Source: an optimization exercise on an open RTL-to-GDS flow (aim: small area). Production flows keep margins and buffers that such runs may drop. Only simulation tests tie the RTL to the original design; equivalence was not proved. Power and IR drop assume default switching activity.

==> build 34: inputs <==
==> flow/design.v <==
module adc(
    input              sck,
    input              rst,
    input              ws,
    input              run,       
    input        [3:0] sd,
    input              flag_in,
    output reg         flag_out,
    output reg  [95:0] data       
);
    reg  [4:0] cnt;
    reg [95:0] sreg;
    wire full = (cnt == 5'd25);
    wire load = ws & full;
    always @(posedge sck or posedge rst) begin
        if (rst) begin
            cnt      <= 5'd0;
            flag_out <= 1'b0;
            data     <= 96'd0;
        end else begin
            if (!ws && run && !flag_out)
                cnt <= full ? cnt : cnt + 5'd1;
            else
                cnt <= 5'd0;
            flag_out <= flag_out ? !flag_in : load;
            if (load)
                data <= sreg;
        end
    end
    integer i;
    always @(posedge sck) begin
        if (!full)
            for (i = 0; i < 4; i = i + 1)
                sreg[24*i +: 24] <= {sreg[24*i +: 23], sd[i]};
    end
endmodule
module mux(
    input               clk,
    input               rst,
    input               start,
    input               S_AXIS_tready,
    input        [95:0] data_a,      
    input        [95:0] data_b,      
    input               flag_a_in,
    input               flag_b_in,
    output reg   [95:0] tdata,
    output reg          S_AXIS_tvalid,
    output reg          S_AXIS_tlast,
    output reg          flag_a_out,
    output reg          flag_b_out
);
    localparam S_IDLE   = 2'd0;
    localparam S_CHECK  = 2'd1;
    localparam S_TRANS1 = 2'd2;
    localparam S_TRANS2 = 2'd3;
    reg [1:0] state;
    always @(posedge clk or posedge rst) begin
        if (rst) begin
            state         <= S_IDLE;
            S_AXIS_tvalid <= 1'b0;
            S_AXIS_tlast  <= 1'b0;
            tdata         <= 96'd0;
            flag_a_out    <= 1'b0;
            flag_b_out    <= 1'b0;
        end else begin
            case (state)
                S_IDLE: begin
                    state         <= start ? S_CHECK : S_IDLE;
                    S_AXIS_tvalid <= 1'b0;
                    S_AXIS_tlast  <= 1'b0;
                end
                S_CHECK: begin
                    state         <= (S_AXIS_tready && flag_a_in) ? S_TRANS1 : S_CHECK;
                    S_AXIS_tvalid <= 1'b0;
                    S_AXIS_tlast  <= 1'b0;
                    flag_a_out    <= 1'b1;
                    flag_b_out    <= 1'b1;
                end
                S_TRANS1: begin
                    state         <= (S_AXIS_tready && flag_b_in) ? S_TRANS2 : S_TRANS1;
                    tdata         <= data_a;
                    S_AXIS_tvalid <= 1'b1;
                    S_AXIS_tlast  <= 1'b0;
                    flag_a_out    <= 1'b0;
                end
                S_TRANS2: begin
                    state         <= S_IDLE;
                    tdata         <= data_b;
                    S_AXIS_tvalid <= 1'b1;
                    S_AXIS_tlast  <= 1'b1;
                    flag_b_out    <= 1'b0;
                end
            endcase
        end
    end
endmodule
module wrapper(
  input sck,
  input ws,
  input rst,
  input start,
  input S_AXIS_tready,
  input [7:0]sd,
  output   [7:0] flag_mux_to_adc_debug,
  output   [7:0] flag_adc_to_mux_debug,
  output [127:0] S_AXIS_tdata,
  output         S_AXIS_tvalid,
  output         S_AXIS_tlast,
  output [255:0] data_debug
);
  reg run;
  always @(posedge sck or posedge rst)
    if (rst) run <= 1'b0;
    else if (start) run <= 1'b1;
  wire [95:0] data_a, data_b, tdata;
  wire        valid_a, valid_b, ready_a, ready_b;
  adc u_adc_a (
    .sck(sck), .rst(rst), .ws(ws), .run(run), .sd(sd[3:0]),
    .flag_in(ready_a), .flag_out(valid_a), .data(data_a)
  );
  adc u_adc_b (
    .sck(sck), .rst(rst), .ws(ws), .run(run), .sd(sd[7:4]),
    .flag_in(ready_b), .flag_out(valid_b), .data(data_b)
  );
  mux m0 (
    .clk(sck), .rst(rst), .start(start), .S_AXIS_tready(S_AXIS_tready),
    .data_a(data_a), .data_b(data_b),
    .flag_a_in(valid_a), .flag_b_in(valid_b),
    .tdata(tdata), .S_AXIS_tvalid(S_AXIS_tvalid), .S_AXIS_tlast(S_AXIS_tlast),
    .flag_a_out(ready_a), .flag_b_out(ready_b)
  );
  assign flag_mux_to_adc_debug = {{4{ready_b}}, {4{ready_a}}};
  assign flag_adc_to_mux_debug = {{4{valid_b}}, {4{valid_a}}};
  genvar i;
  generate
    for (i = 0; i < 4; i = i + 1) begin : g_out
      assign data_debug[32*i +: 32]      = {data_a[24*i +: 24], 8'h00};
      assign data_debug[32*(i+4) +: 32]  = {data_b[24*i +: 24], 8'h00};
      assign S_AXIS_tdata[32*i +: 32]    = {tdata[24*i +: 24], 8'h00};
    end
  endgenerate
endmodule
==> flow/flow/run.sh <==
#!/bin/bash
# Standard layout with these changes: ports get the smallest buffer
# (buf_1), clock tree synthesis uses larger sink clusters and no dummy
# loads and no dummy loads.
# Each tool's output goes to a log of its own here.
set -euo pipefail
export BUFFER_PORTS_ARGS="-buffer_cell sky130_fd_sc_hd__buf_1"
export CTS_ARGS="-sink_clustering_enable -repair_clock_nets -dont_use_dummy_load -sink_clustering_size 20 -sink_clustering_max_diameter 60 -buf_list {sky130_fd_sc_hd__clkbuf_4 sky130_fd_sc_hd__clkbuf_8}"
bash standard.sh > standard.log 2>&1
==> flow/standard.sh <==
#!/bin/bash
# synth_recipe.tcl (not shown) runs the flow's synth.tcl, then flattens the netlist and writes it again
# the make line also repeats each setting of config.mk as NAME=value (left out here)
make -C /OpenROAD-flow-scripts/flow DESIGN_CONFIG=/design/flow/config.mk WORK_HOME=/design/flow/orfs CLKGATE_MAP_FILE= SYNTH_SCRIPT=/design/flow/synth_recipe.tcl "${@:-finish}"
==> flow/config.mk <==
export PLATFORM = sky130hd
export DESIGN_NAME = wrapper
export DESIGN_NICKNAME = wrapper
export VERILOG_FILES = /design/flow/design.v
export SDC_FILE = /design/flow/constraint.sdc
export NUM_CORES = 4
export LEC_CHECK = 0
export CAP_MARGIN = 20
export CORE_MARGIN = 2
export CORE_UTILIZATION = 40
export SLEW_MARGIN = 20
==> flow/constraint.sdc <==
create_clock -name core_clock -period 5.0 [get_ports {sck}]
set_input_delay 1.0000 -clock core_clock [delete_from_list [all_inputs] [get_ports {sck}]]
set_output_delay 1.0000 -clock core_clock [all_outputs]
set_load 0.01 [all_outputs]
==> inputs of trial 8, as changes to build 34 <==
==> flow/run.sh (new file) <==
#!/bin/bash
# synth_recipe.tcl (not shown) runs the flow's synth.tcl, then flattens the netlist and writes it again
# the make line also repeats each setting of config.mk as NAME=value (left out here)
make -C /OpenROAD-flow-scripts/flow DESIGN_CONFIG=/design/flow/config.mk WORK_HOME=/design/flow/orfs CLKGATE_MAP_FILE= SYNTH_SCRIPT=/design/flow/synth_recipe.tcl finish
Settings changed: ABC_AREA set to 1.
removed: flow/flow/run.sh
removed: flow/standard.sh
==> inputs of trial 70, as changes to build 34 <==
==> flow/run.sh (new file) <==
#!/bin/bash
# synth_recipe.tcl (not shown) runs the flow's synth.tcl, then flattens the netlist and writes it again
# the make line also repeats each setting of config.mk as NAME=value (left out here)
make -C /OpenROAD-flow-scripts/flow DESIGN_CONFIG=/design/flow/config.mk WORK_HOME=/design/flow/orfs CLKGATE_MAP_FILE= SYNTH_SCRIPT=/design/flow/synth_recipe.tcl finish
removed: flow/flow/run.sh
removed: flow/standard.sh
==> comparison <==
- The lowest fmax belongs to trial 70, the highest to trial 8.
- In trial 8 the area after synthesis is higher than in build 34, by about 6%.
- The highest worst hold slack belongs to trial 8, the lowest to build 34.
- The lowest clock skew belongs to trial 8, the highest to build 34.
- Critical path depth: trial 8 < build 34 < trial 70.
- Clock power is about the same in trial 70 and trial 8.
- In build 34 the power is smaller than in trial 8, by about 30%.
==> figures <==
Complex-gate fraction of the synthesized area: build 34 2.69%; trial 8 3.04%; trial 70 2.69%
Worst path setup slack after routing: build 34 2.21 ns; trial 8 2.32 ns; trial 70 2.06 ns
Outcome: build 34 complete, no violations; trial 8 complete, no violations; trial 70 complete, no violations
Final wirelength: build 34 38900 um; trial 8 49000 um; trial 70 41000 um
Data-path buffer share of cell area in the final layout: build 34 6.42%; trial 8 13.6%; trial 70 14.1%
Transition time at the pin with the least slew margin: build 34 0.999 ns; trial 8 1.00 ns; trial 70 1.01 ns
Seq/total area: build 34 64.1%; trial 8 54.0%; trial 70 55.6%
Clock period minus worst slack: build 34 2.79 ns; trial 8 2.68 ns; trial 70 2.94 ns
Average routed wire per standard cell: build 34 18.5 um; trial 8 16.8 um; trial 70 18.8 um
Routing usage on met1: build 34 22.2%; trial 8 24.9%; trial 70 23.0%
Maximum vdd ir drop: build 34 0.000145 V; trial 8 0.000238 V; trial 70 0.000223 V
Combined buffer and inverter count along the critical path: build 34 1; trial 8 1; trial 70 2
Max_slew headroom: build 34 33.4%; trial 8 33.3%; trial 70 32.9%
Net switching power of the design: build 34 1.38 mW; trial 8 2.12 mW; trial 70 1.70 mW
Pwr dens: build 34 306 mW/mm^2; trial 8 362 mW/mm^2; trial 70 343 mW/mm^2
Clock Power: build 34 1.91 mW; trial 8 3.75 mW; trial 70 3.75 mW

========
==> run a: inputs <==
Another version of the RTL of wrapper (not shown whole).
==> module mux, before the edit <==
module mux(
    input               clk,
    input               rst,
    input               start,
    input               S_AXIS_tready,
    input        [95:0] data_a,      
    input        [95:0] data_b,      
    input               flag_a_in,
    input               flag_b_in,
    output reg   [95:0] tdata,
    output              S_AXIS_tvalid,
    output              S_AXIS_tlast,
    output              flag_a_out,
    output              flag_b_out,
    output              run
);
    localparam [2:0] NEVER   = 3'b000;
    localparam [2:0] IDLE    = 3'b001;
    localparam [2:0] IDLE_L  = 3'b010;
    localparam [2:0] CHECK_0 = 3'b011;
    localparam [2:0] CHECK   = 3'b100;
    localparam [2:0] T1_0    = 3'b101;
    localparam [2:0] T1      = 3'b111;
    localparam [2:0] T2      = 3'b110;
    reg [2:0] state;
    wire in_t1 = (state == T1_0) || (state == T1);
    wire in_t2 = (state == T2);
    assign run           = (state != NEVER);
    assign flag_a_out    = (state == CHECK) || (state == T1_0);
    assign flag_b_out    = state[2];
    assign S_AXIS_tvalid = (state == IDLE_L) || (state == T1) || (state == T2);
    assign S_AXIS_tlast  = (state == IDLE_L);
    always @(posedge clk or posedge rst) begin
        if (rst) begin
            state <= NEVER;
            tdata <= 96'd0;
        end else begin
            case (state)
                NEVER, IDLE, IDLE_L:
                    state <= start ? CHECK_0 : (state == NEVER ? NEVER : IDLE);
                CHECK_0, CHECK:
                    state <= (S_AXIS_tready && flag_a_in) ? T1_0 : CHECK;
                T1_0, T1:
                    state <= (S_AXIS_tready && flag_b_in) ? T2 : T1;
                default:
                    state <= IDLE_L;
            endcase
            if (in_t1)
                tdata <= data_a;
            else if (in_t2)
                tdata <= data_b;
        end
    end
endmodule
Settings: LEC_CHECK=0, CAP_MARGIN=20, CORE_MARGIN=2, CORE_UTILIZATION=40, SLEW_MARGIN=20; clock period 5.0 ns.
standard.sh (not shown) runs the stock make flow with config.mk's settings and CLKGATE_MAP_FILE= SYNTH_SCRIPT=/design/flow/synth_recipe.tcl, a recipe that flattens the netlist after the stock synthesis.
==> flow/flow/run.sh <==
#!/bin/bash
# The standard layout (standard.sh) with these changes:
#  - synthesis maps logic with an area-oriented ABC script (flow/synth.tcl);
#    flip-flops are mapped exactly as in the standard synthesis
#  - every port gets the smallest buffer, buf_1
#  - clock tree synthesis: larger sink clusters, clkbuf_16, no
#    dummy loads
#  - constant outputs share one tie cell (no tie fanout repair)
# Each tool's output goes to a log of its own in this folder.
set -euo pipefail
here=$(pwd)
export FLOW_ABC_SCRIPT=$here/flow/abc_area.script
export BUFFER_PORTS_ARGS="-buffer_cell sky130_fd_sc_hd__buf_1"
export CTS_ARGS="-sink_clustering_enable -repair_clock_nets -dont_use_dummy_load -sink_clustering_size 32 -sink_clustering_max_diameter 80 -buf_list {sky130_fd_sc_hd__clkbuf_16}"
export SKIP_REPAIR_TIE_FANOUT=1
sed "s#SYNTH_SCRIPT=[^ ]*#SYNTH_SCRIPT=$here/flow/synth.tcl#" standard.sh > flow_standard.sh
grep -q "SYNTH_SCRIPT=$here/flow/synth.tcl" flow_standard.sh
bash flow_standard.sh > standard.log 2>&1
==> flow/flow/abc_area.script <==
strash
dch -f
amap -m -F 4 -A 8
topo
strash
dch -f
amap -m -F 4 -A 8
topo
==> flow/flow/synth.tcl <==
# The standard flow's synthesis script (synth_recipe.tcl) with one change: ABC maps the
# logic with an area-oriented script (flow/abc_area.script) instead of
# ORFS's speed script. Flip-flops are mapped before ABC runs, so the
# registers, their names and cell types are those of the standard synthesis.
proc synth {args} { yosys synth -nofsm -noshare {*}$args }
proc abc {args} {
  set i [lsearch -exact $args -script]
  if { $i >= 0 } {
    lset args [expr {$i + 1}] $::env(FLOW_ABC_SCRIPT)
  }
  yosys abc {*}$args
}
source $::env(SCRIPTS_DIR)/synth.tcl
# left out here: clear keep_hierarchy, flatten, clean up, hide names made inside functions, write 1_2_yosys.v
==> run b (differences from run a) <==
--- a/flow/design.v
+++ b/flow/design.v
@@ -72,25 +72,30 @@
     assign flag_b_out    = state[2];
     assign S_AXIS_tvalid = (state == IDLE_L) || (state == T1) || (state == T2);
     assign S_AXIS_tlast  = (state == IDLE_L);
+    reg [2:0] state_nx;
+    always @(*) begin
+        case (state)
+            NEVER, IDLE, IDLE_L:
+                state_nx = start ? CHECK_0 : (state == NEVER ? NEVER : IDLE);
+            CHECK_0, CHECK:
+                state_nx = (S_AXIS_tready && flag_a_in) ? T1_0 : CHECK;
+            T1_0, T1:
+                state_nx = (S_AXIS_tready && flag_b_in) ? T2 : T1;
+            default:
+                state_nx = IDLE_L;
+        endcase
+    end
+    reg keep_t;
     always @(posedge clk or posedge rst) begin
         if (rst) begin
-            state <= NEVER;
-            tdata <= 96'd0;
+            state  <= NEVER;
+            keep_t <= 1'b1;
+            tdata  <= 96'd0;
         end else begin
-            case (state)
-                NEVER, IDLE, IDLE_L:
-                    state <= start ? CHECK_0 : (state == NEVER ? NEVER : IDLE);
-                CHECK_0, CHECK:
-                    state <= (S_AXIS_tready && flag_a_in) ? T1_0 : CHECK;
-                T1_0, T1:
-                    state <= (S_AXIS_tready && flag_b_in) ? T2 : T1;
-                default:
-                    state <= IDLE_L;
-            endcase
-            if (in_t1)
-                tdata <= data_a;
-            else if (in_t2)
-                tdata <= data_b;
+            state  <= state_nx;
+            keep_t <= !(state_nx == T1_0 || state_nx == T1 || state_nx == T2);
+            tdata  <= ({96{in_t1}} & data_a) | ({96{in_t2}} & data_b) |
+                      ({96{keep_t}} & tdata);
         end
     end
 endmodule
==> flow/flow/run.sh (replaced) <==
#!/bin/bash
# The standard layout (standard.sh) with these changes:
#  - synthesis maps logic with an area-oriented ABC script (flow/synth.tcl);
#    flip-flops are mapped exactly as in the standard synthesis
#  - every port gets the smallest buffer, buf_1
#  - clock tree synthesis: larger sink clusters, clkbuf_4/clkbuf_8, no
#    dummy loads
#  - constant outputs share one tie cell (no tie fanout repair)
# Each tool's output goes to a log of its own in this folder.
set -euo pipefail
here=$(pwd)
export FLOW_ABC_SCRIPT=$here/flow/abc_area.script
export BUFFER_PORTS_ARGS="-buffer_cell sky130_fd_sc_hd__buf_1"
export CTS_ARGS="-sink_clustering_enable -repair_clock_nets -dont_use_dummy_load -sink_clustering_size 20 -sink_clustering_max_diameter 40 -buf_list {sky130_fd_sc_hd__clkbuf_8}"
export SKIP_REPAIR_TIE_FANOUT=1
sed "s#SYNTH_SCRIPT=[^ ]*#SYNTH_SCRIPT=$here/flow/synth.tcl#" standard.sh > flow_standard.sh
grep -q "SYNTH_SCRIPT=$here/flow/synth.tcl" flow_standard.sh
bash flow_standard.sh > standard.log 2>&1
- CORE_UTILIZATION: 40 -> 70
==> run c (differences from run a) <==
--- a/flow/design.v
+++ b/flow/design.v
@@ -72,25 +72,30 @@
     assign flag_b_out    = state[2];
     assign S_AXIS_tvalid = (state == IDLE_L) || (state == T1) || (state == T2);
     assign S_AXIS_tlast  = (state == IDLE_L);
+    reg [2:0] state_nx;
+    always @(*) begin
+        case (state)
+            NEVER, IDLE, IDLE_L:
+                state_nx = start ? CHECK_0 : (state == NEVER ? NEVER : IDLE);
+            CHECK_0, CHECK:
+                state_nx = (S_AXIS_tready && flag_a_in) ? T1_0 : CHECK;
+            T1_0, T1:
+                state_nx = (S_AXIS_tready && flag_b_in) ? T2 : T1;
+            default:
+                state_nx = IDLE_L;
+        endcase
+    end
+    reg keep_t;
     always @(posedge clk or posedge rst) begin
         if (rst) begin
-            state <= NEVER;
-            tdata <= 96'd0;
+            state  <= NEVER;
+            keep_t <= 1'b1;
+            tdata  <= 96'd0;
         end else begin
-            case (state)
-                NEVER, IDLE, IDLE_L:
-                    state <= start ? CHECK_0 : (state == NEVER ? NEVER : IDLE);
-                CHECK_0, CHECK:
-                    state <= (S_AXIS_tready && flag_a_in) ? T1_0 : CHECK;
-                T1_0, T1:
-                    state <= (S_AXIS_tready && flag_b_in) ? T2 : T1;
-                default:
-                    state <= IDLE_L;
-            endcase
-            if (in_t1)
-                tdata <= data_a;
-            else if (in_t2)
-                tdata <= data_b;
+            state  <= state_nx;
+            keep_t <= !(state_nx == T1_0 || state_nx == T1 || state_nx == T2);
+            tdata  <= ({96{in_t1}} & data_a) | ({96{in_t2}} & data_b) |
+                      ({96{keep_t}} & tdata);
         end
     end
 endmodule
==> flow/flow/run.sh (replaced) <==
#!/bin/bash
# The standard layout (standard.sh) with these changes:
#  - synthesis maps logic with an area-oriented ABC script (flow/synth.tcl);
#    flip-flops are mapped exactly as in the standard synthesis
#  - every port gets the smallest buffer, buf_1
#  - clock tree synthesis: larger sink clusters, clkbuf_4/clkbuf_8, no
#    dummy loads
#  - constant outputs share one tie cell (no tie fanout repair)
# Each tool's output goes to a log of its own in this folder.
set -euo pipefail
here=$(pwd)
export FLOW_ABC_SCRIPT=$here/flow/abc_area.script
export BUFFER_PORTS_ARGS="-buffer_cell sky130_fd_sc_hd__buf_1"
export CTS_ARGS="-sink_clustering_enable -repair_clock_nets -dont_use_dummy_load -sink_clustering_size 10 -sink_clustering_max_diameter 40 -buf_list {sky130_fd_sc_hd__clkbuf_4}"
export SKIP_REPAIR_TIE_FANOUT=1
sed "s#SYNTH_SCRIPT=[^ ]*#SYNTH_SCRIPT=$here/flow/synth.tcl#" standard.sh > flow_standard.sh
grep -q "SYNTH_SCRIPT=$here/flow/synth.tcl" flow_standard.sh
bash flow_standard.sh > standard.log 2>&1
- CORE_UTILIZATION: 40 -> 70
==> qor summary <==
quantity                                                       run b             run a             run c
Outcome                                               finished clean    finished clean    finished clean
Row count                                                         57                76                57
Initial antenna violation count                                    0                 0                 1
Final core occ                                                 78.0%             45.0%             77.2%
Crit path time final                                         3110 ps           3020 ps           3140 ps
Final non-filler cell area                                 19000 µm²         19400 µm²         18800 µm²
Flops & latches, synth                                           494               493               494
Required time at the endpoint of the critical path           5410 ps           4000 ps           4000 ps
Reg-to-reg endpoint                                 u_adc_b.data[82]  u_adc_a.data[32]  u_adc_a.data[55]
CP Launch Point                                        u_adc_b.st[2]     u_adc_b.st[4]     u_adc_b.st[4]
Setup slack, reg-to-reg                                      1890 ps           2020 ps           1900 ps
Worst hold slack                                              408 ps            426 ps            422 ps
Multi-input comb cells                                           332               523               332
Share of layout cells above drive strength 1                   5.17%             3.45%             6.02%
Tot Pwr                                                      12.3 mW           13.5 mW           12.0 mW
Worst ir drop on vdd                                          592 µV            507 µV            593 µV
Avg Inst Size Synth                                         16.6 µm²          15.3 µm²          16.6 µm²
Number of global-route vias before repair                      10.2k             10.1k             10.2k
Number of filler instances in the final layout                  1454              3913              1482
Met1 Use GR                                                    43.1%             27.5%             43.3%
Yosys top cell area share                                      43.1%             42.9%             43.1%
Period utilization                                             62.3%             60.4%             62.7%
CLK BUF                                                           45                23                57
Overall via count from detail_route                            10.7k             10.8k             10.8k
Clock network contribution to total cell area                  3.26%             2.96%             2.27%

[static timing again, ports no longer ideal]
No port has a modelled driver above. Below, the same layouts with a new extraction and two added sets of constraints.
Step 1, drivers: a clkbuf_16 drives sck and a buf_2 each remaining input, both assumed.
Step 2 moves the port delays by t, midway between the first and last clock arrival at a register: inputs arrive t later, outputs are due t later. That takes back most of the time a late clock gives input paths.
a / b / c = ideal / step 1 / step 2; a / b = the first two.
run	t (ns)	slack for setup (ns)	worst setup path at the end	latest minus earliest clock arrival (ns)	pins driven straight from the clock port
build 34	0.632	2.208 / 2.208 / 2.158	input to register	0.090 / 0.090	1
trial 8	0.647	2.316 / 2.255 / 2.347	register to register	0.019 / 0.019	1
trial 70	0.630	2.061 / 2.061 / 1.750	input to register	0.028 / 0.028	1
run a	0.599	1.979 / 1.929 / 1.882	input to register	0.059 / 0.059	1
run b	0.597	1.886 / 1.886 / 1.867	input to register	0.063 / 0.063	1
run c	0.750	1.863 / 1.818 / 1.886	input to register	0.057 / 0.057	1
After both steps every run listed still meets setup and hold. For trial 70, which loses most, drivers alone change the setup slack by 0.000 ns; drivers and shift together by -0.311 ns.
